Context: an optimization exercise on an open-source flow, tuned for small area, a short achievable clock period and few clock cycles per item. The choices shown serve that exercise and are no tape-out recipe.
The RTL was checked by simulation tests, not by an equivalence proof against the original design.
No activity file was given, so power comes from the tool's default toggle rates.

===== flow/design.v =====
`timescale 1ns / 1ps
`default_nettype none
module reorder(
    input  wire clk,
    input  wire rst,
    output wire  [9:0] granule_ch0_read_addr,
    input  wire [17:0] granule_ch0_read_data,
    output wire        granule_ch0_write_enable,
    output wire  [9:0] granule_ch0_write_addr,
    output wire [17:0] granule_ch0_write_data,
    output wire  [9:0] granule_ch1_read_addr,
    input  wire [17:0] granule_ch1_read_data,
    output wire        granule_ch1_write_enable,
    output wire  [9:0] granule_ch1_write_addr,
    output wire [17:0] granule_ch1_write_data,
    input  wire  [1:0] header_sampling_frequency,
    input  wire  [1:0] sideinfo_ch0_block_type,
    input  wire        sideinfo_ch0_window_switching_flag,
    input  wire        sideinfo_ch0_mixed_block_flag,
    input  wire  [1:0] sideinfo_ch1_block_type,
    input  wire        sideinfo_ch1_window_switching_flag,
    input  wire        sideinfo_ch1_mixed_block_flag,
    input  wire        stage_ready,
    output wire        stage_done
    );
	reg [9:0] idx;       
	reg [9:0] src;       
	reg [1:0] win;       
	reg [3:0] band;      
	reg [5:0] hm1;       
	reg       act;       
	reg       busy;      
	reg       done;
	reg [9:0] waddr;     
	reg       perm0, perm1;    
	wire [6:0] wm1  = {hm1, 1'b1};
	wire       last = (idx == 10'd575);
	wire       run  = act & ~last;    
	wire       win2 = win[1];
	wire       band_end = win2 & (src == idx);
	wire [9:0] step = win2 ? {2'b11, ~wm1, 1'b1} : {3'd0, wm1};
	wire [9:0] idx_inc;
	wire [9:0] src_sum;
	prefix_add10 inc_i (.a(idx), .b(10'd0), .ci(1'b1), .s(idx_inc));
	prefix_add10 add_s (.a(src), .b(step), .ci(~win2), .s(src_sum));
	reg [5:0] next_hm1;
	always @(*) begin
		case ({header_sampling_frequency, band})
			{2'd0, 4'd0}, {2'd0, 4'd1}, {2'd0, 4'd2}: next_hm1 = 6'd1;
			{2'd0, 4'd3}: next_hm1 = 6'd2;
			{2'd0, 4'd4}: next_hm1 = 6'd3;
			{2'd0, 4'd5}: next_hm1 = 6'd4;
			{2'd0, 4'd6}: next_hm1 = 6'd5;
			{2'd0, 4'd7}: next_hm1 = 6'd6;
			{2'd0, 4'd8}: next_hm1 = 6'd8;
			{2'd0, 4'd9}: next_hm1 = 6'd10;
			{2'd0, 4'd10}: next_hm1 = 6'd14;
			{2'd0, 4'd11}: next_hm1 = 6'd27;
			{2'd1, 4'd0}, {2'd1, 4'd1}, {2'd1, 4'd2}: next_hm1 = 6'd1;
			{2'd1, 4'd3}: next_hm1 = 6'd2;
			{2'd1, 4'd4}: next_hm1 = 6'd2;
			{2'd1, 4'd5}: next_hm1 = 6'd4;
			{2'd1, 4'd6}: next_hm1 = 6'd5;
			{2'd1, 4'd7}: next_hm1 = 6'd6;
			{2'd1, 4'd8}: next_hm1 = 6'd7;
			{2'd1, 4'd9}: next_hm1 = 6'd9;
			{2'd1, 4'd10}: next_hm1 = 6'd12;
			{2'd1, 4'd11}: next_hm1 = 6'd32;
			{2'd2, 4'd0}, {2'd2, 4'd1}, {2'd2, 4'd2}: next_hm1 = 6'd1;
			{2'd2, 4'd3}: next_hm1 = 6'd2;
			{2'd2, 4'd4}: next_hm1 = 6'd3;
			{2'd2, 4'd5}: next_hm1 = 6'd5;
			{2'd2, 4'd6}: next_hm1 = 6'd7;
			{2'd2, 4'd7}: next_hm1 = 6'd9;
			{2'd2, 4'd8}: next_hm1 = 6'd12;
			{2'd2, 4'd9}: next_hm1 = 6'd16;
			{2'd2, 4'd10}: next_hm1 = 6'd20;
			{2'd2, 4'd11}: next_hm1 = 6'd5;
			default: next_hm1 = 6'd1;
		endcase
	end
	wire [9:0] src_next  = band_end ? idx_inc : src_sum;
	wire [3:0] band_next = band + {3'd0, band_end};
	wire short0 = sideinfo_ch0_window_switching_flag & (sideinfo_ch0_block_type == 2'd2);
	wire short1 = sideinfo_ch1_window_switching_flag & (sideinfo_ch1_block_type == 2'd2);
	wire ge3 = run & (band_next >= 4'd3);
	always @(posedge clk) begin
		waddr <= idx;
		act   <= ~rst & (stage_ready | run);
		busy  <= ~rst & (stage_ready | act);
		done  <= ~rst & act & last;
		perm0 <= short0 & (~sideinfo_ch0_mixed_block_flag | ge3);
		perm1 <= short1 & (~sideinfo_ch1_mixed_block_flag | ge3);
		if (run) begin
			idx   <= idx_inc;
			src   <= src_next;
			win   <= win2 ? 2'd0 : win + 2'd1;
			band  <= band_next;
			if (band_end)
				hm1 <= next_hm1;
		end else begin
			idx   <= {9'd0, stage_ready};
			src   <= {7'd0, stage_ready, 2'd0};
			win   <= {1'b0, stage_ready};
			band  <= 4'd0;
			hm1   <= 6'd1;
		end
	end
	assign granule_ch0_read_addr = perm0 ? src : idx;
	assign granule_ch1_read_addr = perm1 ? src : idx;
	assign granule_ch0_write_enable = busy;
	assign granule_ch1_write_enable = busy;
	assign granule_ch0_write_addr = waddr;
	assign granule_ch1_write_addr = waddr;
	assign granule_ch0_write_data = granule_ch0_read_data;
	assign granule_ch1_write_data = granule_ch1_read_data;
	assign stage_done = done;
endmodule
module prefix_add10(
    input  wire [9:0] a,
    input  wire [9:0] b,
    input  wire       ci,
    output wire [9:0] s
    );
	wire [9:0] p = a ^ b;
	wire [9:0] g = a & b;
	reg  [9:0] G, P, Gn, Pn;
	integer i, l;
	always @(*) begin
		G = g;
		P = p;
		G[0] = g[0] | (p[0] & ci);
		for (l = 1; l < 16; l = l * 2) begin
			Gn = G;
			Pn = P;
			for (i = 0; i < 10; i = i + 1)
				if ((i / l) % 2 == 1) begin
					Gn[i] = G[i] | (P[i] & G[(i / l) * l - 1]);
					Pn[i] = P[i] & P[(i / l) * l - 1];
				end
			G = Gn;
			P = Pn;
		end
	end
	assign s = p ^ {G[8:0], ci};
endmodule

===== flow/flow/run.sh =====
#!/bin/bash
# Standard layout, with two changes: the smallest buffer on the ports,
# and adders left to ABC (no full/half-adder cells) for faster carries.
set -euo pipefail
export BUFFER_PORTS_ARGS="-buffer_cell sky130_fd_sc_hd__buf_1"
export ADDER_MAP_FILE=
bash standard.sh > standard.log 2>&1

===== flow/standard.sh =====
#!/bin/bash
# synth_recipe.tcl (not shown) runs the flow's synth.tcl, then flattens the netlist and writes it again
# the make line also repeats each setting of config.mk as NAME=value (left out here)
make -C /OpenROAD-flow-scripts/flow DESIGN_CONFIG=/design/flow/config.mk WORK_HOME=/design/flow/orfs CLKGATE_MAP_FILE= SYNTH_SCRIPT=/design/flow/synth_recipe.tcl "${@:-finish}"

===== flow/config.mk =====
export PLATFORM = sky130hd
export DESIGN_NAME = reorder
export DESIGN_NICKNAME = reorder
export VERILOG_FILES = /design/flow/design.v
export SDC_FILE = /design/flow/constraint.sdc
export NUM_CORES = 4
export LEC_CHECK = 0
export CAP_MARGIN = 20
export CORE_MARGIN = 2
export CORE_UTILIZATION = 40
export PLACE_DENSITY = 0.6
export SETUP_SLACK_MARGIN = 2.0
export SLEW_MARGIN = 20

===== flow/constraint.sdc =====
create_clock -name core_clock -period 4.0 [get_ports {clk}]
set_input_delay 0.8000 -clock core_clock [delete_from_list [all_inputs] [get_ports {clk}]]
set_output_delay 0.8000 -clock core_clock [all_outputs]
set_load 0.01 [all_outputs]

==> run summary, run 1 <==
Timing
The final-layout setup total negative slack is 0 ns. For the final database, setup skew stands at 0.007193 ns. The transition at the pin with the smallest max-transition slack is between 0.4 and 0.5 ns. The highest attainable clock frequency is 436.7 MHz. The max-slew headroom at the worst pin is 0.6671. Setup repair after global routing could not meet its margin everywhere. In the finished design, the share of the clock period the worst path needs comes to 0.5724. Setup violations remaining at the end of the flow were counted as 0. The hold violation total from the final report was 0.

The total count of max-transition violations in the final report is 0. The routed design could run at a clock period as short as 2.290 ns.

Final layout
The library cell used most frequently in the layout, excluding fill and tap cells, is sky130_fd_sc_hd__buf_1. The share of cells above drive strength 1 is 0.3003. At the end of the flow, the number of nets in the layout was 421. The number of antenna diodes in the final layout is 0. The layout has 682 filler cells.

The synthesis-to-layout area growth is 17.45%. The final core area utilization is 0.4927. The top cell types in the final layout, fill and taps aside, are 37 x sky130_fd_sc_hd__buf_1, 31 x sky130_fd_sc_hd__nor2_1, 28 x sky130_fd_sc_hd__xnor2_1.

Yosys
After technology mapping, the gate count stands at 364. The share of the Yosys chip area taken by registers is 0.3059. Counting distinct cell types in the post-synthesis netlist gives between 50 and 60.

Among all flip-flop cells after synthesis, the most frequent one is sky130_fd_sc_hd__dfxtp_1. Yosys mapped a number of flops with a built-in enable equal to 0. Of all flip-flops after synthesis, the portion carrying an async set or reset was 0. The synthesized netlist occupies a cell area of 3075 um2.

The compound-cell area share of the yosys netlist is 0.1558. Of the total synthesized cell area, the portion taken by AND, OR, NAND and NOR gates is 0.1587. Counting every net in the synthesized netlist gives between 400 and 500. After synthesis, the largest family of logic cells by area is buffers and inverters. In this run, synthesis produced a sequential element count of 47. The count of warnings emitted by yosys is 2. Of the post-synthesis cell area, the part taken by muxes is 0.08910. Of the total synthesized cell area, the portion taken by XOR and XNOR cells is 0.1139. Each instance of the synthesized netlist takes up on average 8.449 um2. The adder-cell share of the synthesized area is 0.01302.

Critical path
The data arrival time of the worst path is about 2.5 ns. On the critical path, the stage with the largest delay is an instance of sky130_fd_sc_hd__dfxtp_4. Broken down by cell family, the worst path's largest delay share belongs to compound AO/OA/AOI/OAI gates. The stage delay of the slowest cell on the critical path is around 0.39 ns. The cell that appears most often on the critical path is sky130_fd_sc_hd__buf_6. The number of buffer and inverter instances along the worst setup path is 3.

The setup path with the least slack is of type flip-flop to flip-flop. The kind of start point of the critical path is a flip-flop. The highest net fanout along the worst path is 8. STA classifies the critical path endpoint as a flip-flop. The critical path goes through buf_6 -> nor3b_4 -> a211oi_2 -> buf_4 -> a31oi_4 -> o31ai_4 -> buf_6 -> a222oi_1 -> a2bb2oi_1 -> xnor2_1 -> a22o_1. The required time at the worst-slack endpoint is between 4 and 5 ns.

Clocking
The clock tree from TritonCTS is yes. In this run, CTS created clock tree buffers numbering 5. The clock edge transition at the registers on the reported setup and hold paths is 0.09 ns.

The count of clock tree sinks is 47. The clock latency of the later-clocked register in the worst-skew pair is 0.30 ns. The H-tree was split into 2 levels. Counting along the longest clock path gives a buffer depth of 2.

The CTS root buffer is sky130_fd_sc_hd__clkbuf_8.

Power
Dividing total power by cell area gives a power density of 296.0 nW/um2. The analysis attributes to cell leakage a power of 0.001305 uW. Of the total power, the share spent switching nets is 0.3058. The worst-case IR drop observed on VDD is 0.0001398 V. The combinational share of power is 0.209.

The sequential cell fraction of total power is 0.497. Of the total power, the clock network draws 0.294. The analysis attributes to net switching a power of between 300 and 400 uW. The internal power is 742.2 uW.

Die
After floorplanning, the core was divided into 31 placement rows. The floorplan step defined a core boundary enclosing 7331 um2. The floorplan step set the die width to 91.69 um.

For this configuration, the core starts out at a cell density of 0.4195. 128 I/O pins were placed. The die boundary height is just over 90 um. The area enclosed by the die boundary is roughly 8400 um2.

Global routing
The via count of the first global-routing pass is 2176. The initial antenna violation count is 0. Entering global routing, the biggest net connects 17 pins. For this run the aggregate overflow at the end of global routing stands at 0. The global-route total usage across every layer is 0.1660. The first global-routing pass estimated 11080 um of wire.

Hold path
The kind of path behind the tightest hold check is flip-flop to flip-flop.

Job
The reported max-cap violation count is 0.

Routing
The first-pass iteration count of the detailed router is 5. After the first detailed-routing iteration, the DRC count stood at 150. The detail route stage leaves a number of antenna-violating nets equal to 0. After detailed routing, the number of vias per cell comes to 5.273. The routed length per instance is 15.31 um. The final wirelength is a little over 7000 um. The routed layout has roughly 2500 vias. The number of DRC violations after detailed routing is 0.

Place
Buffers placed on the I/O ports in this run total 55. The half-perimeter wire length of the detailed placement result is 4542 um. At the end of routability-driven placement, the weighted congestion stood at between 0.8 and 0.9.

Run status
The run finished with no timing, DRC or antenna violations.
kinds of logic (layout without fill, tap and decap cells):
| logic type | count (synthesis) | count (layout) |
|---|---|---|
| AO/OA/AOI/OAI | 66 | 66 |
| XOR/XNOR | 40 | 40 |
| adder cells (fa/ha/maj) | 4 | 4 |
| buffers and inverters | 81 | 89 |
| flip-flops | 47 | 47 |
| multiplexers | 25 | 25 |
| AND/OR/NAND/NOR | 101 | 102 |
Yosys cell counts, drive strengths merged (2+ instances only):
cell | instances | share of area
buf | 58 | 0.14
dfxtp | 47 | 0.31
nor2 | 33 | 0.041
xnor2 | 29 | 0.083
nand2 | 24 | 0.029
mux2 | 19 | 0.070
clkbuf | 16 | 0.020
o21ai | 13 | 0.021
a21oi | 12 | 0.020
xor2 | 11 | 0.031
nand2b | 9 | 0.018
nor3 | 8 | 0.015
inv | 7 | 0.0085
nand3 | 7 | 0.011
mux2i | 6 | 0.020
nor2b | 6 | 0.012
a211oi | 5 | 0.014
a31oi | 4 | 0.0081
maj3 | 4 | 0.013
o22a | 4 | 0.011
and2 | 3 | 0.0061
and3 | 3 | 0.0061
o22ai | 3 | 0.0061
o31ai | 3 | 0.012
a221oi | 2 | 0.0057
a22o | 2 | 0.0057
a22oi | 2 | 0.0049
a32oi | 2 | 0.0057
nand4 | 2 | 0.0041
nor3b | 2 | 0.0065
nor4 | 2 | 0.0041
o211ai | 2 | 0.0065
o21a | 2 | 0.0049
o221ai | 2 | 0.0057
o32ai | 2 | 0.0057
repair_timing:
action / in CTS / in global routing
gates cloned: 1 / 0
gates resized for setup: 51 / 79
pin swaps: 11 / 13
hold buffers: 0 / 0
setup buffers: 14 / 4
setup endpoints to repair: 49 / 29
registers in the layout, indices dropped and copies added, names as in the netlist:
register  cells
win           2
act           1
idx          10
src          10
waddr        10
perm1         1
perm0         1
hm1           6
band          4
busy          1
done          1
final timing paths:
path | start | endpoint | slack, ns | depth (start not counted)
worst min register to register | idx[5] | waddr[5] | 0.41 | 0
worst max-delay path | win[1] | src[8] | 1.71 | 11
worst min-delay path | idx[5] | waddr[5] | 0.41 | 0
worst max register to register | win[1] | src[8] | 1.71 | 11
final cells by class:
type | count | area, um2 | area share
Multi-Input combinational cell | 237 | 1839 | 0.5092
Clock buffer | 6 | 82.58 | 0.02286
Inverter | 7 | 26.28 | 0.007274
Clock inverter | 2 | 16.27 | 0.004503
Timing Repair Buffer | 74 | 531.8 | 0.1472
Sequential cell | 47 | 992.2 | 0.2747
Tap cell | 99 | 123.9 | 0.03429
per-stage QoR:
step | hold slack (ns) | cell area [um2] | worst slack, ns | total power, uW | std cells
final | 0.4096 | 3612 | 1.710 | 1069 | 472
after global routing | 0.4162 | 3612 | 1.623 | 1113 | 472
after CTS | 0.4123 | 3353 | 1.751 | 1051 | 468
after detailed placement | 0.4085 | 2955 | 1.398 | 704.5 | 445
after global placement | 0.4018 | 2955 | 1.476 | 701.1 | 445
after floorplan | 0.3290 | 3089 | 1.877 | 708.5 | 364
metal layers:
layer	share of wire	vias to the layer above	wire length, um	global-route usage
met3	0.040	16	291	0.02794
met4	0.017	0	125	0.06818
met2	0.49	84	3515	0.2739
met5	0	-	0	0
li1	-	1221	-	-
met1	0.46	1168	3294	0.2145
power groups by stage:
stage	logic, uW	clock network (uW)	registers (uW)
floorplan	196	0	512
CTS	204	318	529
global placement	161	0	540
global route	241	337	535
finish	224	314	531
detailed placement	163	0	542
Testbench counts, summed over its fixed seeds: cycles 73,728, granules 128.
==> inputs of run 2 (changes only) <==
--- a/flow/config.mk
+++ b/flow/config.mk
@@ -7,2 +7,3 @@
 export LEC_CHECK = 0
+export ABC_AREA = 1
 export CAP_MARGIN = 20
@@ -11,3 +12,3 @@
 export PLACE_DENSITY = 0.6
-export SETUP_SLACK_MARGIN = 2.0
+export SETUP_SLACK_MARGIN = 0
 export SLEW_MARGIN = 20
==> run 2 against run 1 <==
Against the previous run: sequential share of layout area grew 3.7 points; sequential cell count is the same; setup slack gained 0.082 ns; core utilization shrank 7.7 points; register-to-register slack gained 0.23 ns; clock skew shrank 0.00089 ns; via count grew 8.2%; cell count grew 18%; area after synthesis shrank 2.8%; global-route usage grew 0.37 points; die area shrank 2.7%.
==> run summary, run 2 <==
Yosys
The library cell with the largest summed area after synthesis is sky130_fd_sc_hd__dfxtp_1 (unchanged). The count of warnings emitted by yosys came to 2 (unchanged). The netlist area before placement is 2988 um2 (was 3075 um2). The most instantiated library cell after synthesis is sky130_fd_sc_hd__nand2_1 (was sky130_fd_sc_hd__buf_4). The top flip-flop cell by instance count after synthesis is sky130_fd_sc_hd__dfxtp_1 (unchanged). The mean post-synth cell area is 6.610 um2 (was 8.449 um2). The sequential cell area fraction in the yosys report is 0.3149 (was 0.3059). The top cell type's share of synthesized area came to 0.3149 (was 0.3059). The post-synthesis instance total is 452 (was 364). The post-synthesis cell type count came to 34 (was 52). The post-synth net total is 501 (was 413). The fraction of registers with async set or reset after synthesis is 0 (unchanged). The number of flip-flops and latches in the synthesized netlist was 47 (unchanged). Cell types occupying the most area after synthesis: sky130_fd_sc_hd__dfxtp_1 31%, sky130_fd_sc_hd__nand2_1 16%, sky130_fd_sc_hd__buf_4 12% (was sky130_fd_sc_hd__dfxtp_1 31%, sky130_fd_sc_hd__buf_4 12%, sky130_fd_sc_hd__xnor2_1 8.3%). Top post-synthesis cells by count: 126 x sky130_fd_sc_hd__nand2_1, 49 x sky130_fd_sc_hd__buf_4, 47 x sky130_fd_sc_hd__dfxtp_1 (was 48 x sky130_fd_sc_hd__buf_4, 47 x sky130_fd_sc_hd__dfxtp_1, 32 x sky130_fd_sc_hd__nor2_1). The number of enable-type register cells in the synthesized netlist is 0 (unchanged).

Critical path
The category of the most critical setup path is flip-flop to output port (was flip-flop to flip-flop). The kind of start point of the critical path is a flip-flop (unchanged). The gate family responsible for the most delay along the worst path was flip-flops (was compound AO/OA/AOI/OAI gates). The stage delay of the slowest cell on the critical path is 0.73 ns (was 0.39 ns).

The logic depth of the worst register-to-register path is 9 (was 11). The highest net fanout along the worst path is 20 (was 8). Worst path cell trace: nand2_1 -> o21ai_0 -> buf_1 (was buf_6 -> nor3b_4 -> a211oi_2 -> buf_4 -> a31oi_4 -> o31ai_4 -> buf_6 -> a222oi_1 -> a2bb2oi_1 -> xnor2_1 -> a22o_1). The required time at the worst-slack endpoint is 3.20 ns (was 4.20 ns). The slowest cell on the critical path was sky130_fd_sc_hd__dfxtp_1 (was sky130_fd_sc_hd__dfxtp_4). The destination of the worst register-to-register timing path is perm0 (was src[8]). The kind of capture point of the worst setup path was an output port (was flip-flop). The data arrival time of the worst path came to 1.41 ns (was 2.49 ns). The number of buffer and inverter instances along the worst setup path is 1 (was 3).

The register-to-register path setup slack is 1.94 ns (was 1.71 ns). The startpoint of the most critical register-to-register path is idx[0] (was win[1]).

Clocking
The clock tree from TritonCTS was yes (unchanged). The number of buffers added to fix hold violations after cts is 0 (unchanged). The number of CTS-inserted buffers is 5 (unchanged). The post-CTS resize count came to 0 (was 51).

The CTS root buffer is sky130_fd_sc_hd__clkbuf_8 (unchanged). The clock edge transition at the registers on the reported setup and hold paths is 0.09 ns (about the same). The count of clock tree sinks is 47 (unchanged).

The number of buffers inserted to repair setup after CTS is 0 (was 14). The count of H-tree levels built during CTS is 2 (unchanged). The number of buffers on the longest clock path was 2 (unchanged). The clock latency of the later-clocked register in the worst-skew pair came to 0.30 ns (about the same).

Timing
The total count of max-transition violations in the final report came to 0 (unchanged). The max-slew headroom at the worst pin is 0.5765 (was 0.6671). Setup repair after global routing missed its margin: false (was true).

The final-layout setup total negative slack came to 0 ns (unchanged). The highest attainable clock frequency is 453.0 MHz (was 436.7 MHz). The shortest period the worst path allows is 2.207 ns (was 2.290 ns). The worst clock skew on the final layout came to 0.006302 ns (was 0.007193 ns). The hold violation total from the final report is 0 (unchanged). The transition at the pin with the smallest max-transition slack is 0.6344 ns (was 0.4931 ns). The fraction of the cycle the final worst path needs is 0.5519 (was 0.5724). The post-layout worst setup margin is 1.793 ns (was 1.710 ns). The final number of setup-violating endpoints was 0 (unchanged).

Global routing
The initial antenna violation count is 0 (unchanged). The met2 usage in global routing is 0.2826 (was 0.2739). The met1 layer usage reported by global route came to 0.2149 (was 0.2145). The first-pass GRT wire length is 11410 um (was 11080 um). The met3 track demand over resource in global routing came to 0.04007 (was 0.02794).

The layer with the highest usage after global routing was met2 (unchanged). The global-route total usage across every layer is 0.1697 (was 0.1660). The pin count of the biggest net entering global routing is 26 (was 17). The total overflow reported by the global router is 0 (unchanged). The via count of the first global-routing pass is 2526 (was 2176).

Final layout
The final net count is 506 (was 421). The leading cell type in the layout, fill and taps excluded is sky130_fd_sc_hd__nand2_1 (was sky130_fd_sc_hd__buf_1). The synthesis-to-layout area growth was 0.8794% (was 17.45%). The antenna diode count is 0 (unchanged). Biggest regs: idx x10, src x10, waddr x10 (unchanged). Leading cell types in the layout, fill and taps excluded: 126 x sky130_fd_sc_hd__nand2_1, 55 x sky130_fd_sc_hd__buf_1, 47 x sky130_fd_sc_hd__dfxtp_1 (was 37 x sky130_fd_sc_hd__buf_1, 31 x sky130_fd_sc_hd__nor2_1, 28 x sky130_fd_sc_hd__xnor2_1). The share of cells above drive strength 1 is 0.07205 (was 0.3003). The number of fill cells in the layout is 791 (was 682).

Power
The proportion of total power due to net switching is 0.2965 (was 0.3058). The internal power is 700.7 uW (was 742.2 uW). The combinational share of power came to 0.161 (was 0.209). The leakage power of the design is 0.001368 uW (was 0.001305 uW). The total power per unit cell area came to 330.5 nW/um2 (was 296.0 nW/um2). The maximum ir drop on the vdd rail was 0.0001498 V (was 0.0001398 V). The power spent charging and discharging nets is 295.3 uW (was 326.9 uW). The sequential cell fraction of total power is 0.519 (was 0.497).

The clock share of power is 0.320 (was 0.294).

Routing
The number of design-rule violations left by the first detailed-router iteration is 181 (was 150). The count of nets left with antenna violations after detail routing was 0 (unchanged). The final wirelength is 6728 um (was 7227 um). The first-pass iteration count of the detailed router is 4 (was 5). The number of DRC violations after detailed routing is 0 (unchanged). The total vias in the final route came to 2693 (was 2489).

The routed length per instance is 12.08 um (was 15.31 um). The average via count per standard cell came to 4.835 (was 5.273).

Hold path
The cell depth of the worst hold path is 0 (unchanged). The worst hold endpoint was waddr[9] (was waddr[5]). The worst min-delay path startpoint is idx[9] (was idx[5]).

The kind of path behind the tightest hold check was flip-flop to flip-flop (unchanged).

Place
The half-perimeter wire length of the detailed placement result is 5192 um (was 4542 um). The final weighted congestion of routability-driven global placement is 0.8909 (was 0.8439). The pre-CTS worst setup slack is 1.922 ns (was 1.398 ns). The number of buffers inserted by port buffering was 55 (unchanged).

Die
The x dimension of the die is 90.43 um (was 91.69 um). The count of boundary I/O pins is 128 (unchanged). The area enclosed by the die boundary is 8177 um2 (was 8406 um2). The die boundary height is 90.43 um (was 91.69 um). The core box area is 7253 um2 (was 7331 um2). The starting density of the core is 0.4119 (was 0.4195).

The count of standard-cell rows is 31 (unchanged).

Job
The reported max-cap violation count is 0 (unchanged).

Run status
Status: finished clean (unchanged).
[run 2: cell families after synthesis]
family / synth area share
compound gates: 0.1348
xor+xnor: 0.02638
simple gates: 0.3149
buf+inv: 0.2090
flops: 0.3149
[run 2: worst reg2reg max path: cells and delay by family, from the launching register on]
family	cells	cell delay, ns
buffers and inverters	2	0.36
DFF	1	0.50
and+or+nand+nor	7	1.09
[run 2: power by group through the flow]
stage	sequential, uW	combinational, uW	clock, uW
floorplan	517	170	0
global placement	527	159	0
detailed placement	528	161	0
CTS	517	162	327
global route	522	187	341
finish	517	161	318
[run 2: cell type report]
cell class / count / area (um2) / share of cell area
flip-flops and latches: 47 / 940.9 / 0.3122
well taps: 99 / 123.9 / 0.04110
inverters: 57 / 216.5 / 0.07181
clock buffers: 7 / 96.34 / 0.03196
clock inverters: 1 / 7.507 / 0.002491
multi-input cells: 291 / 1423 / 0.4720
repair buffers: 55 / 206.4 / 0.06849
[run 2: routing by layer]
| layer | routed length (um) | part of all wire |
|---|---|---|
| met2 | 2995 | 0.45 |
| met5 | 0 | 0 |
| met1 | 3212 | 0.48 |
| met3 | 386 | 0.057 |
| met4 | 133 | 0.020 |
[run 2: through the flow]
| step | util | std cells | area, um2 | total power (uW) | hold WS [ns] |
|---|---|---|---|---|---|
| 3_3_place_gp | 0.4012 | 549 | 2910 | 686.6 | 0.3919 |
| 6_report | 0.4156 | 557 | 3014 | 996.1 | 0.4042 |
| 2_1_floorplan | - | 452 | 2988 | 686.7 | 0.3744 |
| 5_1_grt | 0.4156 | 557 | 3014 | 1050 | 0.4121 |
| 3_5_place_dp | 0.4012 | 549 | 2910 | 688.9 | 0.3956 |
| 4_1_cts | 0.4156 | 557 | 3014 | 1006 | 0.4087 |
[run 2: how the worst max path moves through the flow]
stage | startpoint | end | slack [ns] | depth (start not counted)
finish | perm0 | granule_ch0_read_addr[4] | 1.79 | 3
global route | perm1 | granule_ch1_read_addr[4] | 1.60 | 3
CTS | perm1 | granule_ch1_read_addr[7] | 1.77 | 3
detailed placement | idx[0] | perm0 | 1.92 | 9
global placement | idx[0] | perm0 | 1.89 | 9
floorplan | granule_ch0_read_data[0] | granule_ch0_write_data[0] | 2.28 | 1
==> inputs of run 3 (changes only) <==
--- a/flow/config.mk
+++ b/flow/config.mk
@@ -11,4 +11,6 @@
 export CORE_UTILIZATION = 40
+export CTS_CLUSTER_DIAMETER = 100
+export CTS_CLUSTER_SIZE = 50
 export PLACE_DENSITY = 0.6
-export SETUP_SLACK_MARGIN = 0
+export SETUP_SLACK_MARGIN = 1.8
 export SLEW_MARGIN = 20
==> run 3 against run 2 <==
Against the previous run: sequential power hardly changed; die area is the same; sequential share of layout area barely moved; global-route usage unchanged; synthesized cell count stayed put; clock power about the same; register-to-register slack gained 0.16 ns; sequential cell count unchanged; cell count did not move.
==> run summary, run 3 <==
Run status
Status: finished clean (unchanged).

Timing
The highest attainable clock frequency is 488.1 MHz (was 453.0 MHz). Setup repair after global routing missed its margin: false (unchanged). The hold violation total from the final report was 0 (unchanged). The worst clock skew on the final layout was 0.006302 ns (about the same). The final-layout setup total negative slack was 0 ns (unchanged). The fraction of the cycle the final worst path needs was 0.5122 (was 0.5519). The transition at the pin with the smallest max-transition slack is 0.3549 ns (was 0.6344 ns). The post-layout worst setup margin came to 1.951 ns (was 1.793 ns).

The max-slew headroom at the worst pin is 0.7631 (was 0.5765). The total count of max-transition violations in the final report is 0 (unchanged). The shortest period the worst path allows is 2.049 ns (was 2.207 ns). The final number of setup-violating endpoints is 0 (unchanged).

Clocking
The number of buffers on the longest clock path came to 2 (unchanged). The clock edge transition at the registers on the reported setup and hold paths is 0.09 ns (about the same). The CTS root buffer is sky130_fd_sc_hd__clkbuf_8 (unchanged). The clock tree from TritonCTS is yes (unchanged). The clock latency of the later-clocked register in the worst-skew pair came to 0.30 ns (about the same).

The count of clock tree sinks is 47 (unchanged). The number of buffers inserted to repair setup after CTS is 0 (unchanged). The count of H-tree levels built during CTS is 2 (unchanged). The number of CTS-inserted buffers came to 5 (unchanged).

Die
The core box area is 7253 um2 (unchanged). The area enclosed by the die boundary was 8177 um2 (unchanged). The x dimension of the die was 90.43 um (unchanged). The count of standard-cell rows is 31 (unchanged). The die boundary height was 90.43 um (unchanged). The count of boundary I/O pins is 128 (unchanged).

The starting density of the core was 0.4119 (unchanged).

Global routing
The via count of the first global-routing pass was 2526 (unchanged). The global-route total usage across every layer is 0.1697 (unchanged). The pin count of the biggest net entering global routing is 26 (unchanged). The initial antenna violation count came to 0 (unchanged). The first-pass GRT wire length is 11410 um (unchanged). The total overflow reported by the global router came to 0 (unchanged).

Power
The internal power is 701.3 uW (was 700.7 uW). The maximum ir drop on the vdd rail is 0.0001498 V (about the same). The total power per unit cell area was 329.7 nW/um2 (was 330.5 nW/um2).

The sequential cell fraction of total power was 0.519 (about the same). The proportion of total power due to net switching came to 0.2964 (was 0.2965). The combinational share of power was 0.162 (was 0.161). The clock share of power was 0.319 (was 0.320).

The leakage power of the design is 0.001370 uW (was 0.001368 uW). The power spent charging and discharging nets is 295.4 uW (was 295.3 uW).

Place
The number of buffers inserted by port buffering is 55 (unchanged). The half-perimeter wire length of the detailed placement result is 5192 um (unchanged). The final weighted congestion of routability-driven global placement was 0.8909 (unchanged). The pre-CTS worst setup slack is 1.922 ns (unchanged).

Routing
The routed length per instance was 12.08 um (about the same). The number of design-rule violations left by the first detailed-router iteration is 181 (unchanged). The total vias in the final route was 2697 (was 2693). The final wirelength was 6729 um (was 6728 um). The first-pass iteration count of the detailed router was 4 (unchanged). The count of nets left with antenna violations after detail routing was 0 (unchanged). The number of DRC violations after detailed routing was 0 (unchanged). The average via count per standard cell is 4.842 (was 4.835).

Yosys
The adder-cell share of the synthesized area was 0 (unchanged). The number of flip-flops and latches in the synthesized netlist is 47 (unchanged). The post-synthesis instance total is 452 (unchanged). The number of enable-type register cells in the synthesized netlist was 0 (unchanged). The compound-cell area share of the yosys netlist is 0.1348 (unchanged). Cell types occupying the most area after synthesis: sky130_fd_sc_hd__dfxtp_1 31%, sky130_fd_sc_hd__nand2_1 16%, sky130_fd_sc_hd__buf_4 12% (unchanged).

The area share of and/or/nand/nor cells after synthesis came to 0.3149 (unchanged). The top flip-flop cell by instance count after synthesis is sky130_fd_sc_hd__dfxtp_1 (unchanged). The count of warnings emitted by yosys came to 2 (unchanged).

The xor-xnor portion of the synthesized cell area is 0.02638 (unchanged). The mux contribution to synthesized area is 0 (unchanged). The top cell type's share of synthesized area is 0.3149 (unchanged). The netlist area before placement is 2988 um2 (unchanged). The library cell with the largest summed area after synthesis is sky130_fd_sc_hd__dfxtp_1 (unchanged).

Top post-synthesis cells by count: 126 x sky130_fd_sc_hd__nand2_1, 49 x sky130_fd_sc_hd__buf_4, 47 x sky130_fd_sc_hd__dfxtp_1 (unchanged). The sequential cell area fraction in the yosys report is 0.3149 (unchanged). The post-synth net total is 501 (unchanged). The post-synthesis cell type count is 34 (unchanged). The mean post-synth cell area came to 6.610 um2 (unchanged). The dominant combinational cell family by area after synthesis was simple AND/OR/NAND/NOR gates (unchanged). The most instantiated library cell after synthesis is sky130_fd_sc_hd__nand2_1 (unchanged). The fraction of registers with async set or reset after synthesis is 0 (unchanged).

Critical path
Worst path cell trace: inv_1 -> o21ai_0 -> buf_1 (was nand2_1 -> o21ai_0 -> buf_1). The required time at the worst-slack endpoint is 3.20 ns (about the same). The category of the most critical setup path is flip-flop to output port (unchanged). The kind of capture point of the worst setup path is an output port (unchanged). The kind of start point of the critical path is a flip-flop (unchanged).

The highest net fanout along the worst path was 8 (was 20). The gate family responsible for the most delay along the worst path was flip-flops (unchanged). The data arrival time of the worst path was 1.25 ns (was 1.41 ns). The slowest cell on the critical path is sky130_fd_sc_hd__dfxtp_1 (unchanged). The register-to-register path setup slack is 2.10 ns (was 1.94 ns).

The number of buffer and inverter instances along the worst setup path is 2 (was 1). The stage delay of the slowest cell on the critical path came to 0.51 ns (was 0.73 ns).

Final layout
Leading cell types in the layout, fill and taps excluded: 126 x sky130_fd_sc_hd__nand2_1, 55 x sky130_fd_sc_hd__buf_1, 46 x sky130_fd_sc_hd__inv_1 (was 126 x sky130_fd_sc_hd__nand2_1, 55 x sky130_fd_sc_hd__buf_1, 47 x sky130_fd_sc_hd__dfxtp_1). The leading cell type in the layout, fill and taps excluded is sky130_fd_sc_hd__nand2_1 (unchanged). The number of fill cells in the layout came to 788 (was 791).

The share of cells above drive strength 1 came to 0.07860 (was 0.07205). The final core area utilization is 0.4168 (was 0.4156). The antenna diode count is 0 (unchanged).

The synthesis-to-layout area growth came to 1.173% (was 0.8794%). Biggest regs: idx x10, src x10, waddr x10 (unchanged). The final net count came to 506 (unchanged).

Hold path
The kind of path behind the tightest hold check is flip-flop to flip-flop (unchanged).

Job
The reported max-cap violation count was 0 (unchanged).
==> run 3: cell counts after synthesis <==
Identical to the previous run, type by type.
==> run 3: what timing repair did <==
action                     4_1_cts  5_1_grt
hold buffers                     0        0
gates resized for setup          2        2
setup endpoints to repair       20        6
==> run 3: worst paths after layout <==
path | from | to | depth (start not counted)
setup / recovery | idx[7] | granule_ch1_read_addr[7] | 3
hold / removal | idx[9] | waddr[9] | 0
setup reg to reg | idx[5] | src[6] | 10
hold reg to reg | idx[9] | waddr[9] | 0
==> run 3: worst reg2reg max path, delay by kind of cell, from the launching register on <==
kind,cells,cell delay [ns]
AO/OA/AOI/OAI,2,0.17
buffers and inverters,3,0.35
flip-flops,1,0.47
AND/OR/NAND/NOR,5,0.87
==> run 3: kinds of logic after synthesis <==
group           after synthesis
compound gates               73
xor+xnor                      9
buf+inv                     114
flops                        47
simple gates                209
==> run 3: stage by stage <==
stage,instance area (um2),instances,total power [uW],hold WS (ns)
floorplan,2988,452,686.7,0.3744
global placement,2910,549,686.6,0.3919
detailed placement,2910,549,688.9,0.3956
CTS,3017,557,1006,0.4087
global route,3023,557,1051,0.4121
finish,3023,557,996.7,0.4039
==> run 3: power groups by stage <==
stage / logic, uW / clock network (uW) / registers [uW]
6_report: 161 / 318 / 517
5_1_grt: 187 / 341 / 522
4_1_cts: 162 / 327 / 517
3_5_place_dp: 161 / 0 / 528
3_3_place_gp: 159 / 0 / 527
2_1_floorplan: 170 / 0 / 517
==> run 3: cell type report <==
class	instances	area (um2)	share of cell area
multi-input cells	291	1428	0.4723
flip-flops and latches	47	944.7	0.3125
inverters	57	216.5	0.07161
repair buffers	55	206.4	0.06829
well taps	99	123.9	0.04098
clock buffers	7	96.34	0.03187
clock inverters	1	7.507	0.002483
==> run 3: per-layer routing <==
metal / vias to the layer above / global-route usage / share of wire / wire length [um]
li1: 1401 / - / - / -
met1: 1201 / 0.2149 / 0.48 / 3213
met2: 79 / 0.2826 / 0.44 / 2994
met3: 16 / 0.04007 / 0.058 / 387
met4: 0 / 0.05897 / 0.020 / 133
met5: - / 0 / 0 / 0
==> inputs of run 4 (changes only) <==
--- a/flow/config.mk
+++ b/flow/config.mk
@@ -11,2 +11,3 @@
 export CORE_UTILIZATION = 40
+export CTS_BUF_LIST = sky130_fd_sc_hd__clkbuf_16
 export CTS_CLUSTER_DIAMETER = 100
==> run 4 against run 3 <==
Against the previous run: clock-buffer cell count shrank 2; final area grew 1.2%; setup slack gained 0.019 ns; register-to-register slack is essentially flat; first-iteration DRC count grew 7.7%; die area is the same.
==> run summary, run 4 <==
Run status
Status: finished clean (unchanged).

Yosys
The number of enable-type register cells in the synthesized netlist is 0 (unchanged). The post-synthesis cell type count was 34 (unchanged). The most instantiated library cell after synthesis is sky130_fd_sc_hd__nand2_1 (unchanged). The number of flip-flops and latches in the synthesized netlist is 47 (unchanged). The top cell type's share of synthesized area is 0.3149 (unchanged). The count of warnings emitted by yosys is 2 (unchanged).

The fraction of registers with async set or reset after synthesis came to 0 (unchanged). Cell types occupying the most area after synthesis: sky130_fd_sc_hd__dfxtp_1 31%, sky130_fd_sc_hd__nand2_1 16%, sky130_fd_sc_hd__buf_4 12% (unchanged). Top post-synthesis cells by count: 126 x sky130_fd_sc_hd__nand2_1, 49 x sky130_fd_sc_hd__buf_4, 47 x sky130_fd_sc_hd__dfxtp_1 (unchanged). The post-synth net total is 501 (unchanged). The sequential cell area fraction in the yosys report was 0.3149 (unchanged). The post-synthesis instance total was 452 (unchanged). The mean post-synth cell area is 6.610 um2 (unchanged). The top flip-flop cell by instance count after synthesis is sky130_fd_sc_hd__dfxtp_1 (unchanged).

The library cell with the largest summed area after synthesis is sky130_fd_sc_hd__dfxtp_1 (unchanged). The netlist area before placement is 2988 um2 (unchanged).

Critical path
The required time at the worst-slack endpoint is 3.20 ns (about the same). The category of the most critical setup path is flip-flop to output port (unchanged). The data arrival time of the worst path is 1.23 ns (was 1.25 ns). The highest net fanout along the worst path came to 8 (unchanged). Worst path cell trace: inv_1 -> o21ai_0 -> buf_1 (unchanged).

The slowest cell on the critical path is sky130_fd_sc_hd__dfxtp_1 (unchanged). The stage delay of the slowest cell on the critical path is 0.50 ns (was 0.51 ns). The kind of capture point of the worst setup path is an output port (unchanged). The kind of start point of the critical path was a flip-flop (unchanged).

Timing
The total count of max-transition violations in the final report was 0 (unchanged). The fraction of the cycle the final worst path needs was 0.5075 (was 0.5122). The max-slew headroom at the worst pin was 0.7614 (was 0.7631). The worst clock skew on the final layout came to 0.002811 ns (was 0.006302 ns).

The highest attainable clock frequency is 492.7 MHz (was 488.1 MHz). Setup repair after global routing missed its margin: false (unchanged). The shortest period the worst path allows is 2.030 ns (was 2.049 ns). The hold violation total from the final report is 0 (unchanged).

The hold slack is 0.4024 ns (was 0.4039 ns). The final-layout setup total negative slack is 0 ns (unchanged). The final number of setup-violating endpoints is 0 (unchanged). The transition at the pin with the smallest max-transition slack is 0.3576 ns (was 0.3549 ns).

Global routing
The via count of the first global-routing pass was 2523 (was 2526). The pin count of the biggest net entering global routing came to 26 (unchanged). The first-pass GRT wire length came to 11490 um (was 11410 um). The global-route total usage across every layer is 0.1711 (was 0.1697).

The total overflow reported by the global router is 0 (unchanged). The initial antenna violation count is 0 (unchanged).

Place
The half-perimeter wire length of the detailed placement result is 5192 um (unchanged). The total placed cells including tap cells is 549 (unchanged). The final weighted congestion of routability-driven global placement is 0.8909 (unchanged). The number of buffers inserted by port buffering was 55 (unchanged).

Clocking
The CTS root buffer was sky130_fd_sc_hd__clkbuf_16 (was sky130_fd_sc_hd__clkbuf_8). The clock latency of the later-clocked register in the worst-skew pair was 0.28 ns (was 0.30 ns). The count of clock tree sinks came to 47 (unchanged). The count of H-tree levels built during CTS came to 2 (unchanged). The clock tree from TritonCTS is yes (unchanged). The number of buffers on the longest clock path is 2 (unchanged). The number of CTS-inserted buffers was 5 (unchanged). The clock edge transition at the registers on the reported setup and hold paths is 0.06 ns (was 0.09 ns).

Die
The count of standard-cell rows is 31 (unchanged). The area enclosed by the die boundary is 8177 um2 (unchanged). The count of boundary I/O pins was 128 (unchanged). The x dimension of the die came to 90.43 um (unchanged).

The die boundary height is 90.43 um (unchanged). The starting density of the core is 0.4119 (unchanged). The core box area is 7253 um2 (unchanged).

Power
The sequential cell fraction of total power is 0.481 (was 0.519). The total power per unit cell area is 352.4 nW/um2 (was 329.7 nW/um2). The combinational share of power is 0.150 (was 0.162).

The maximum ir drop on the vdd rail came to 0.0001338 V (was 0.0001498 V). The clock share of power is 0.370 (was 0.319). The proportion of total power due to net switching came to 0.2843 (was 0.2964). The power spent charging and discharging nets is 306.6 uW (was 295.4 uW). The leakage power of the design is 0.001385 uW (was 0.001370 uW). The internal power was 771.6 uW (was 701.3 uW).

Final layout
The number of fill cells in the layout is 790 (was 788). The final net count is 506 (unchanged). The share of cells above drive strength 1 came to 0.07424 (was 0.07860). The number of standard cells in the layout, taps in and fillers out came to 557 (unchanged). Leading cell types in the layout, fill and taps excluded: 126 x sky130_fd_sc_hd__nand2_1, 55 x sky130_fd_sc_hd__buf_1, 46 x sky130_fd_sc_hd__inv_1 (unchanged). The flip-flop and latch area is 944.7 um2 (unchanged). The multi-input gate area in the final layout is 1428 um2 (unchanged). The synthesis-to-layout area growth was 2.387% (was 1.173%).

The antenna diode count is 0 (unchanged). The final core area utilization was 0.4218 (was 0.4168). The leading cell type in the layout, fill and taps excluded is sky130_fd_sc_hd__nand2_1 (unchanged).

Biggest regs: idx x10, src x10, waddr x10 (unchanged).

Routing
The count of nets left with antenna violations after detail routing is 0 (unchanged). The number of DRC violations after detailed routing came to 0 (unchanged). The average via count per standard cell was 4.885 (was 4.842). The routed length per instance is 12.13 um (was 12.08 um). The first-pass iteration count of the detailed router is 4 (unchanged). The number of design-rule violations left by the first detailed-router iteration is 195 (was 181). The final wirelength is 6756 um (was 6729 um).

The total vias in the final route is 2721 (was 2697).

Hold path
The kind of path behind the tightest hold check is flip-flop to flip-flop (unchanged).

Job
The reported max-cap violation count was 0 (unchanged).
==> run 4: layout make-up <==
cell class / instances / share of cell area
multi-input combinational: 291 / 0.4667
sequential: 47 / 0.3088
inverter: 57 / 0.07076
timing repair buffer: 55 / 0.06748
clock buffer: 5 / 0.04090
tap: 99 / 0.04049
clock inverter: 3 / 0.004908
==> run 4: worst paths after layout <==
| path | startpoint | end | slack, ns | cells after the start |
|---|---|---|---|---|
| setup / recovery | idx[7] | granule_ch1_read_addr[7] | 1.97 | 3 |
| hold / removal | idx[9] | waddr[9] | 0.40 | 0 |
| setup reg to reg | idx[5] | src[6] | 2.09 | 10 |
| hold reg to reg | idx[9] | waddr[9] | 0.40 | 0 |
==> run 4: cells by family after synthesis <==
group                     after synthesis  synth area share
DFF                                    47            0.3149
and+or+nand+nor                       209            0.3149
AOI/OAI and AO/OA                      73            0.1348
xor gates and xnor gates                9           0.02638
buffers and inverters                 114            0.2090
==> run 4: what timing repair did <==
item	in CTS	in global routing
buffers inserted	0	0
hold buffers	0	0
resized for setup	2	2
endpoints found under the setup margin	3	6
==> run 4: power by group through the flow <==
stage	clock [uW]	sequential, uW	combinational [uW]
3_5_place_dp	0	528	161
2_1_floorplan	0	517	170
5_1_grt	428	523	187
3_3_place_gp	0	527	159
4_1_cts	412	518	162
6_report	399	518	162
==> run 4: metal layers <==
layer,wire length [um],vias to the layer above,global-route usage,part of all wire
met1,3198,1209,0.2186,0.47
li1,-,1407,-,-
met5,0,-,0,0
met4,148,0,0.06026,0.022
met2,3004,87,0.2845,0.44
met3,404,18,0.03756,0.060
==> run 4: critical path, delay by kind of cell, from the launching register on <==
family                 cells  cell delay, ns
flip-flops                 1            0.50
AO/OA/AOI/OAI              1            0.16
buffers and inverters      2            0.28
==> run 4: through the flow <==
| step | total power [uW] | instance area, um2 | setup WS, ns |
|---|---|---|---|
| floorplan | 686.7 | 2988 | 2.281 |
| global placement | 686.6 | 2910 | 1.895 |
| detailed placement | 688.9 | 2910 | 1.922 |
| CTS | 1091 | 3053 | 1.904 |
| global route | 1137 | 3059 | 1.837 |
| finish | 1078 | 3059 | 1.970 |
==> inputs of run 5 (changes only) <==
--- a/flow/config.mk
+++ b/flow/config.mk
@@ -11,5 +11,2 @@
 export CORE_UTILIZATION = 40
-export CTS_BUF_LIST = sky130_fd_sc_hd__clkbuf_16
-export CTS_CLUSTER_DIAMETER = 100
-export CTS_CLUSTER_SIZE = 50
 export PLACE_DENSITY = 0.6
==> run 5 against run 4 <==
Against the previous run: clock-buffer cell count grew 2; synthesized cell count is the same; die area is the same; cell count is the same; clock power shrank about 20%; via count shrank 0.88%; global-route usage shrank 0.14 points; core utilization shrank 0.50 points.
==> run summary, run 5 <==
Run status
Status: finished clean (unchanged).

Final layout
The antenna diode count is 0 (unchanged). Leading cell types in the layout, fill and taps excluded: 126 x sky130_fd_sc_hd__nand2_1, 55 x sky130_fd_sc_hd__buf_1, 46 x sky130_fd_sc_hd__inv_1 (unchanged). Biggest regs: idx x10, src x10, waddr x10 (unchanged).

The flip-flop and latch area was 944.7 um2 (unchanged). The total non-filler cell area in the finished layout is 3023 um2 (was 3059 um2). The number of fill cells in the layout was 788 (was 790). The final net count is 506 (unchanged). The multi-input gate area in the final layout was 1428 um2 (unchanged). The leading cell type in the layout, fill and taps excluded is sky130_fd_sc_hd__nand2_1 (unchanged). The synthesis-to-layout area growth is 1.173% (was 2.387%). The share of cells above drive strength 1 is 0.07860 (was 0.07424).

Clocking
The count of clock tree sinks is 47 (unchanged). The CTS root buffer is sky130_fd_sc_hd__clkbuf_8 (was sky130_fd_sc_hd__clkbuf_16). The clock tree from TritonCTS is yes (unchanged). The number of buffers added to fix hold violations after cts is 0 (unchanged). The clock edge transition at the registers on the reported setup and hold paths is 0.09 ns (was 0.06 ns). The clock latency of the later-clocked register in the worst-skew pair came to 0.30 ns (was 0.28 ns). The count of H-tree levels built during CTS is 2 (unchanged). The number of CTS-inserted buffers is 5 (unchanged). The number of buffers on the longest clock path came to 2 (unchanged).

Critical path
The highest net fanout along the worst path was 8 (unchanged). The required time at the worst-slack endpoint is 3.20 ns (about the same). The kind of start point of the critical path is a flip-flop (unchanged).

The kind of capture point of the worst setup path is an output port (unchanged). The data arrival time of the worst path was 1.25 ns (was 1.23 ns). Worst path cell trace: inv_1 -> o21ai_0 -> buf_1 (unchanged). The slowest cell on the critical path is sky130_fd_sc_hd__dfxtp_1 (unchanged).

The category of the most critical setup path was flip-flop to output port (unchanged). The stage delay of the slowest cell on the critical path is 0.51 ns (was 0.50 ns).

Global routing
The met1 layer usage reported by global route is 0.2149 (was 0.2186). The via count of the first global-routing pass came to 2526 (was 2523). The met3 track demand over resource in global routing is 0.04007 (was 0.03756). The total overflow reported by the global router is 0 (unchanged). The layer with the highest usage after global routing was met2 (unchanged).

The first-pass GRT wire length is 11410 um (was 11490 um). The pin count of the biggest net entering global routing is 26 (unchanged). The initial antenna violation count came to 0 (unchanged). The global-route total usage across every layer came to 0.1697 (was 0.1711). The met2 usage in global routing is 0.2826 (was 0.2845).

Routing
The number of design-rule violations left by the first detailed-router iteration is 181 (was 195). The routed length per instance is 12.08 um (was 12.13 um). The average via count per standard cell is 4.842 (was 4.885). The count of nets left with antenna violations after detail routing was 0 (unchanged). The final wirelength is 6729 um (was 6756 um).

The number of DRC violations after detailed routing is 0 (unchanged). The total vias in the final route is 2697 (was 2721). The first-pass iteration count of the detailed router came to 4 (unchanged).

Yosys
The sequential cell area fraction in the yosys report is 0.3149 (unchanged). The post-synth net total came to 501 (unchanged). The netlist area before placement was 2988 um2 (unchanged). The library cell with the largest summed area after synthesis is sky130_fd_sc_hd__dfxtp_1 (unchanged). The number of flip-flops and latches in the synthesized netlist is 47 (unchanged).

The mean post-synth cell area is 6.610 um2 (unchanged). The number of enable-type register cells in the synthesized netlist is 0 (unchanged). Cell types occupying the most area after synthesis: sky130_fd_sc_hd__dfxtp_1 31%, sky130_fd_sc_hd__nand2_1 16%, sky130_fd_sc_hd__buf_4 12% (unchanged). Top post-synthesis cells by count: 126 x sky130_fd_sc_hd__nand2_1, 49 x sky130_fd_sc_hd__buf_4, 47 x sky130_fd_sc_hd__dfxtp_1 (unchanged). The count of warnings emitted by yosys was 2 (unchanged). The top cell type's share of synthesized area was 0.3149 (unchanged). The post-synthesis cell type count is 34 (unchanged). The fraction of registers with async set or reset after synthesis is 0 (unchanged). The post-synthesis instance total is 452 (unchanged). The most instantiated library cell after synthesis is sky130_fd_sc_hd__nand2_1 (unchanged).

The top flip-flop cell by instance count after synthesis is sky130_fd_sc_hd__dfxtp_1 (unchanged).

Power
The total power per unit cell area is 329.7 nW/um2 (was 352.4 nW/um2). The leakage power of the design was 0.001370 uW (was 0.001385 uW). The maximum ir drop on the vdd rail is 0.0001498 V (was 0.0001338 V).

Place
The cell area after placement is 2910 um2 (unchanged). The number of buffers inserted by port buffering is 55 (unchanged). The final weighted congestion of routability-driven global placement is 0.8909 (unchanged). The half-perimeter wire length of the detailed placement result was 5192 um (unchanged).

Timing
The fraction of the cycle the final worst path needs is 0.5122 (was 0.5075). The final-layout setup total negative slack is 0 ns (unchanged). The total count of max-transition violations in the final report is 0 (unchanged). Setup repair after global routing missed its margin: false (unchanged). The highest attainable clock frequency is 488.1 MHz (was 492.7 MHz). The final number of setup-violating endpoints is 0 (unchanged). The shortest period the worst path allows is 2.049 ns (was 2.030 ns). The hold violation total from the final report is 0 (unchanged).

The transition at the pin with the smallest max-transition slack is 0.3549 ns (was 0.3576 ns). The max-slew headroom at the worst pin is 0.7631 (was 0.7614). The worst clock skew on the final layout was 0.006302 ns (was 0.002811 ns).

Die
The starting density of the core is 0.4119 (unchanged). The area enclosed by the die boundary was 8177 um2 (unchanged). The core box area is 7253 um2 (unchanged). The count of standard-cell rows is 31 (unchanged). The x dimension of the die came to 90.43 um (unchanged). The die boundary height was 90.43 um (unchanged). The count of boundary I/O pins is 128 (unchanged).

Job
The reported max-cap violation count is 0 (unchanged).

Hold path
The kind of path behind the tightest hold check is flip-flop to flip-flop (unchanged).
-- run 5: cells by family after synthesis --
logic type | after synthesis | share of synthesized area
xor+xnor | 9 | 0.02638
compound gates | 73 | 0.1348
buf+inv | 114 | 0.2090
simple gates | 209 | 0.3149
flops | 47 | 0.3149
-- run 5: stage by stage --
stage               power, uW  utilization  setup WS (ns)  hold WS (ns)  instances
floorplan               686.7            -          2.281        0.3744        452
global placement        686.6       0.4012          1.895        0.3919        549
detailed placement      688.9       0.4012          1.922        0.3956        549
CTS                      1006       0.4159          1.907        0.4087        557
global route             1051       0.4168          1.808        0.4121        557
finish                  996.7       0.4168          1.951        0.4039        557
-- run 5: path summary, 6_finish.rpt --
check	start	cells past startpoint	endpoint	slack, ns
worst max-delay path	idx[7]	3	granule_ch1_read_addr[7]	1.95
worst min-delay path	idx[9]	0	waddr[9]	0.40
worst max register to register	idx[5]	10	src[6]	2.10
worst min register to register	idx[9]	0	waddr[9]	0.40
-- run 5: critical path, delay by kind of cell, from the launching register on --
family / cells / cell delay (ns)
AO/OA/AOI/OAI: 1 / 0.16
buffers and inverters: 2 / 0.28
flip-flops: 1 / 0.51
-- run 5: power by group --
part	switching (uW)	internal [uW]	leakage (uW)	total [uW]
Sequential	29.9	487	0.000384	517
Clock	161	157	0.0000505	318
Combinational	105	56.5	0.000936	161
Total	295	701	0.00137	997
-- run 5: cell type report --
| class | count | share of cell area |
|---|---|---|
| sequential | 47 | 0.3125 |
| tap | 99 | 0.04098 |
| timing repair buffer | 55 | 0.06829 |
| clock inverter | 1 | 0.002483 |
| multi-input combinational | 291 | 0.4723 |
| inverter | 57 | 0.07161 |
| clock buffer | 7 | 0.03187 |
-- run 5: routing by layer --
metal,up-vias,part of all wire
li1,1401,-
met1,1201,0.48
met2,79,0.44
met3,16,0.058
met4,0,0.020
met5,-,0
-- run 5: timing repair --
item	in CTS	in global routing
resized for setup	2	2
setup buffers	0	0
setup endpoints to repair	20	6
==> inputs of run 6 (changes only) <==
--- a/flow/design.v
+++ b/flow/design.v
@@ -30,2 +30,3 @@
 	reg [5:0] hm1;       
+	reg       go;        
 	reg       act;       
@@ -36,6 +37,4 @@
 	wire [6:0] wm1  = {hm1, 1'b1};
-	wire       last = (idx == 10'd575);
-	wire       run  = act & ~last;    
 	wire       win2 = win[1];
-	wire       band_end = win2 & (src == idx);
+	wire       band_end = win2 & (src[7:1] == idx[7:1]);
 	wire [9:0] step = win2 ? {2'b11, ~wm1, 1'b1} : {3'd0, wm1};
@@ -85,11 +84,12 @@
 	wire short1 = sideinfo_ch1_window_switching_flag & (sideinfo_ch1_block_type == 2'd2);
-	wire ge3 = run & (band_next >= 4'd3);
+	wire ge3 = go & (band_next >= 4'd3);
 	always @(posedge clk) begin
 		waddr <= idx;
-		act   <= ~rst & (stage_ready | run);
+		go    <= ~rst & (stage_ready | (go & (idx != 10'd574)));
+		act   <= ~rst & (stage_ready | go);
 		busy  <= ~rst & (stage_ready | act);
-		done  <= ~rst & act & last;
+		done  <= ~rst & act & ~go;
 		perm0 <= short0 & (~sideinfo_ch0_mixed_block_flag | ge3);
 		perm1 <= short1 & (~sideinfo_ch1_mixed_block_flag | ge3);
-		if (run) begin
+		if (go) begin
 			idx   <= idx_inc;
==> run 6 against run 5 <==
Against the previous run: critical endpoint is now granule_ch1_read_addr[1]; first-iteration DRC count is 35% lower; sequential power is 4.1% higher; die area up 1.0%; clock power is 3% lower; largest power group unchanged; critical path type unchanged; core utilization up 0.21 points; largest cell class unchanged; synthesized cell count decreased by 0.44%.
==> run summary, run 6 <==
Yosys
Cell types occupying the most area after synthesis: sky130_fd_sc_hd__dfxtp_1 32%, sky130_fd_sc_hd__nand2_1 13%, sky130_fd_sc_hd__buf_4 12% (was sky130_fd_sc_hd__dfxtp_1 31%, sky130_fd_sc_hd__nand2_1 16%, sky130_fd_sc_hd__buf_4 12%). The top flip-flop cell by instance count after synthesis was sky130_fd_sc_hd__dfxtp_1 (unchanged). The most instantiated library cell after synthesis is sky130_fd_sc_hd__nand2_1 (unchanged). The number of flip-flops and latches in the synthesized netlist was 48 (was 47). The post-synthesis instance total is 450 (was 452). Top post-synthesis cells by count: 105 x sky130_fd_sc_hd__nand2_1, 59 x sky130_fd_sc_hd__inv_1, 48 x sky130_fd_sc_hd__dfxtp_1 (was 126 x sky130_fd_sc_hd__nand2_1, 49 x sky130_fd_sc_hd__buf_4, 47 x sky130_fd_sc_hd__dfxtp_1). The sequential cell area fraction in the yosys report came to 0.3183 (was 0.3149).

The count of warnings emitted by yosys came to 2 (unchanged). The netlist area before placement was 3019 um2 (was 2988 um2). The fraction of registers with async set or reset after synthesis is 0 (unchanged). The post-synth net total came to 499 (was 501). The library cell with the largest summed area after synthesis was sky130_fd_sc_hd__dfxtp_1 (unchanged). The top cell type's share of synthesized area is 0.3183 (was 0.3149). The post-synthesis cell type count came to 38 (was 34). The number of enable-type register cells in the synthesized netlist is 0 (unchanged).

The mean post-synth cell area is 6.709 um2 (was 6.610 um2).

Hold path
The kind of path behind the tightest hold check is flip-flop to flip-flop (unchanged). The cell depth of the worst hold path was 0 (unchanged). The worst min-delay path startpoint is idx[0] (was idx[9]). The worst hold endpoint is waddr[0] (was waddr[9]).

Power
The maximum ir drop on the vdd rail is 0.0001208 V (was 0.0001498 V). The total power per unit cell area is 337.9 nW/um2 (was 329.7 nW/um2). The leakage power of the design is 0.001307 uW (was 0.001370 uW). The overall power consumption is 1032 uW (was 996.7 uW).

Routing
The routed length per instance came to 11.98 um (was 12.08 um). The highest routing layer actually used is met4 (unchanged). The average via count per standard cell is 4.779 (was 4.842). The met1 routed wirelength after detailed routing came to 3127 um (was 3213 um). The first-pass iteration count of the detailed router came to 4 (unchanged).

The total vias in the final route is 2662 (was 2697). The number of DRC violations after detailed routing is 0 (unchanged). The final wirelength came to 6674 um (was 6729 um).

The total length of routed met2 wires is 3080 um (was 2994 um). The wire length on met3 is 322 um (was 387 um). The number of design-rule violations left by the first detailed-router iteration was 117 (was 181). The count of nets left with antenna violations after detail routing is 0 (unchanged).

Die
The area enclosed by the die boundary came to 8259 um2 (was 8177 um2). The die boundary height is 90.88 um (was 90.43 um). The x dimension of the die is 90.88 um (was 90.43 um). The count of boundary I/O pins is 128 (unchanged). The core box area is 7292 um2 (was 7253 um2). The starting density of the core is 0.4140 (was 0.4119). The count of standard-cell rows is 31 (unchanged).

Critical path
The kind of start point of the critical path is a flip-flop (unchanged). The startpoint of the most critical register-to-register path is go (was idx[5]). The destination of the worst register-to-register timing path is hm1[4] (was src[6]). The data arrival time of the worst path is 1.20 ns (was 1.25 ns). The category of the most critical setup path was flip-flop to output port (unchanged). The highest net fanout along the worst path came to 20 (was 8).

The register-to-register path setup slack is 2.09 ns (was 2.10 ns). The logic depth of the worst register-to-register path came to 4 (was 10). The required time at the worst-slack endpoint came to 3.20 ns (about the same). The kind of capture point of the worst setup path was an output port (unchanged).

The start point of the critical path is perm1 (was idx[7]).

Timing
The worst clock skew on the final layout was 0.01195 ns (was 0.006302 ns). The post-layout worst setup margin is 2.002 ns (was 1.951 ns). The fraction of the cycle the final worst path needs is 0.4996 (was 0.5122). Setup repair after global routing missed its margin: false (unchanged).

The total count of max-transition violations in the final report came to 0 (unchanged). The hold violation total from the final report is 0 (unchanged). The max-slew headroom at the worst pin was 0.5779 (was 0.7631). The transition at the pin with the smallest max-transition slack is 0.6322 ns (was 0.3549 ns). The highest attainable clock frequency is 500.4 MHz (was 488.1 MHz). The shortest period the worst path allows is 1.999 ns (was 2.049 ns). The final number of setup-violating endpoints is 0 (unchanged). The final-layout setup total negative slack was 0 ns (unchanged).

Clocking
The number of buffers on the longest clock path is 2 (unchanged). The number of CTS-inserted buffers is 5 (unchanged). The clock edge transition at the registers on the reported setup and hold paths came to 0.10 ns (was 0.09 ns). The count of clock tree sinks is 48 (was 47). The clock tree from TritonCTS is yes (unchanged).

The CTS root buffer is sky130_fd_sc_hd__clkbuf_8 (unchanged). The number of buffers added to fix hold violations after cts was 0 (unchanged). The count of H-tree levels built during CTS is 2 (unchanged).

The clock latency of the later-clocked register in the worst-skew pair is 0.31 ns (was 0.30 ns).

Final layout
The multi-input gate area in the final layout is 1399 um2 (was 1428 um2). The share of cells above drive strength 1 came to 0.1004 (was 0.07860). The flip-flop and latch area came to 964.7 um2 (was 944.7 um2). The final net count is 506 (unchanged). Leading cell types in the layout, fill and taps excluded: 105 x sky130_fd_sc_hd__nand2_1, 59 x sky130_fd_sc_hd__inv_1, 55 x sky130_fd_sc_hd__buf_1 (was 126 x sky130_fd_sc_hd__nand2_1, 55 x sky130_fd_sc_hd__buf_1, 46 x sky130_fd_sc_hd__inv_1). The number of fill cells in the layout is 782 (was 788).

Biggest regs: idx x10, src x10, waddr x10 (unchanged). The leading cell type in the layout, fill and taps excluded is sky130_fd_sc_hd__nand2_1 (unchanged). The antenna diode count is 0 (unchanged). The synthesis-to-layout area growth came to 1.160% (was 1.173%).

Global routing
The via count of the first global-routing pass is 2338 (was 2526). The first-pass GRT wire length was 10810 um (was 11410 um). The total overflow reported by the global router is 0 (unchanged). The global-route total usage across every layer is 0.1593 (was 0.1697). The pin count of the biggest net entering global routing is 21 (was 26). The initial antenna violation count is 0 (unchanged).

Place
The pre-CTS worst setup slack came to 1.863 ns (was 1.922 ns). The number of buffers inserted by port buffering is 55 (unchanged). The final weighted congestion of routability-driven global placement is 0.8835 (was 0.8909). The half-perimeter wire length of the detailed placement result came to 5083 um (was 5192 um).

Run status
Status: finished clean (unchanged).

Job
The reported max-cap violation count is 0 (unchanged).
==> run 6: cell types whose count changed after synthesis, sizes merged, moves of 3 or more <==
cell and delta:
and2 +3, inv +7, nand2 -12, nand3 -5, nor2 +10, nor3 -4
==> run 6: worst max-delay path, cell delays in order (launching register included) <==
cell,delay (ns)
sky130_fd_sc_hd__dfxtp_2,0.54
sky130_fd_sc_hd__nand2_1,0.09
sky130_fd_sc_hd__o21ai_0,0.09
sky130_fd_sc_hd__buf_1,0.18
==> run 6: per-stage QoR <==
step                      utilization  instance area, um2  hold slack [ns]  instances
after floorplan                     -                3019           0.3498        450
after CTS                      0.4156                3030           0.3616        554
after detailed placement       0.4019                2930           0.3588        546
after global routing           0.4188                3054           0.3785        557
after global placement         0.4019                2930           0.3510        546
final                          0.4188                3054           0.3591        557
==> run 6: cell families (layout without fill, tap and decap cells) <==
logic type | count (synthesis) | after routing | share of synthesized area
buffers and inverters | 122 | 130 | 0.2184
flip-flops | 48 | 48 | 0.3183
XOR/XNOR | 7 | 7 | 0.02031
AO/OA/AOI/OAI | 73 | 73 | 0.1351
AND/OR/NAND/NOR | 200 | 200 | 0.3079
==> run 6: per-layer routing <==
metal / vias to the layer above / track usage
li1: 1395 / -
met1: 1182 / 0.2028
met2: 67 / 0.2643
met3: 18 / 0.03339
met4: 0 / 0.06061
met5: - / 0
==> run 6: area by class of cell <==
class,instances,area share
well taps,99,0.04056
inverters,64,0.07866
flip-flops and latches,48,0.3159
clock inverters,2,0.004916
repair buffers,58,0.07497
clock buffers,6,0.02704
multi-input cells,280,0.4580
==> run 6: power breakdown <==
| group | internal [uW] | total, uW | switching, uW |
|---|---|---|---|
| sequential | 502 | 538 | 35.8 |
| clock | 140 | 310 | 170 |
| combinational | 69.0 | 185 | 116 |
| total | 711 | 1030 | 321 |
==> run 6: timing repair <==
| action | 4_1_cts | 5_1_grt |
|---|---|---|
| endpoints found under the hold margin | 0 | 0 |
| setup endpoints to repair | 20 | 7 |
| buffers inserted | 0 | 3 |
| gates resized for setup | 2 | 1 |
| pin swaps | 0 | 1 |
| cloned | 0 | 0 |
==> run 6: how the worst max path moves through the flow <==
stage                                 to  slack [ns]  cells past startpoint
2_1_floorplan  granule_ch0_write_data[0]        2.28                      1
3_3_place_gp                      src[9]        1.94                     15
3_5_place_dp                      src[9]        1.86                     15
4_1_cts                           src[9]        1.86                     15
5_1_grt                            perm0        1.84                     13
6_report        granule_ch1_read_addr[1]        2.00                      3
Testbench counts of run 6, summed over its fixed seeds: cycles 73,728, granules 128.

==> static timing again, ports no longer ideal <==
How much do the figures lean on ideal ports? The routed layouts below were timed once more, with nothing changed but the port constraints.
Step 1 (the two cells are an assumption about what drives the block):
set clk [get_ports {clk}]
set_driving_cell -lib_cell sky130_fd_sc_hd__clkbuf_16 $clk
set_driving_cell -lib_cell sky130_fd_sc_hd__buf_2 [delete_from_list [all_inputs] $clk]
Step 2 moves the port delays by t, midway between the first and last clock arrival at a register: inputs arrive t later, outputs are due t later. That takes back most of the time a late clock gives input paths.
a / b / c = ideal ports / drivers / drivers and shift; a / b = the first two.
run	t (ns)	setup slack, ns	clock arrival spread, ns	worst register clock-pin slew, ns
run 1	0.333	1.710 / 1.710 / 1.710	0.007 / 0.007	0.09 / 0.09
run 2	0.326	1.793 / 1.762 / 1.943	0.007 / 0.006	0.09 / 0.09
run 3	0.326	1.951 / 1.920 / 2.096	0.007 / 0.006	0.09 / 0.09
run 4	0.315	1.970 / 1.938 / 2.094	0.003 / 0.002	0.06 / 0.06
run 5	0.326	1.951 / 1.920 / 2.096	0.007 / 0.006	0.09 / 0.09
run 6	0.332	2.002 / 1.973 / 2.091	0.012 / 0.012	0.10 / 0.10
After both steps setup and hold are still met in every run listed.
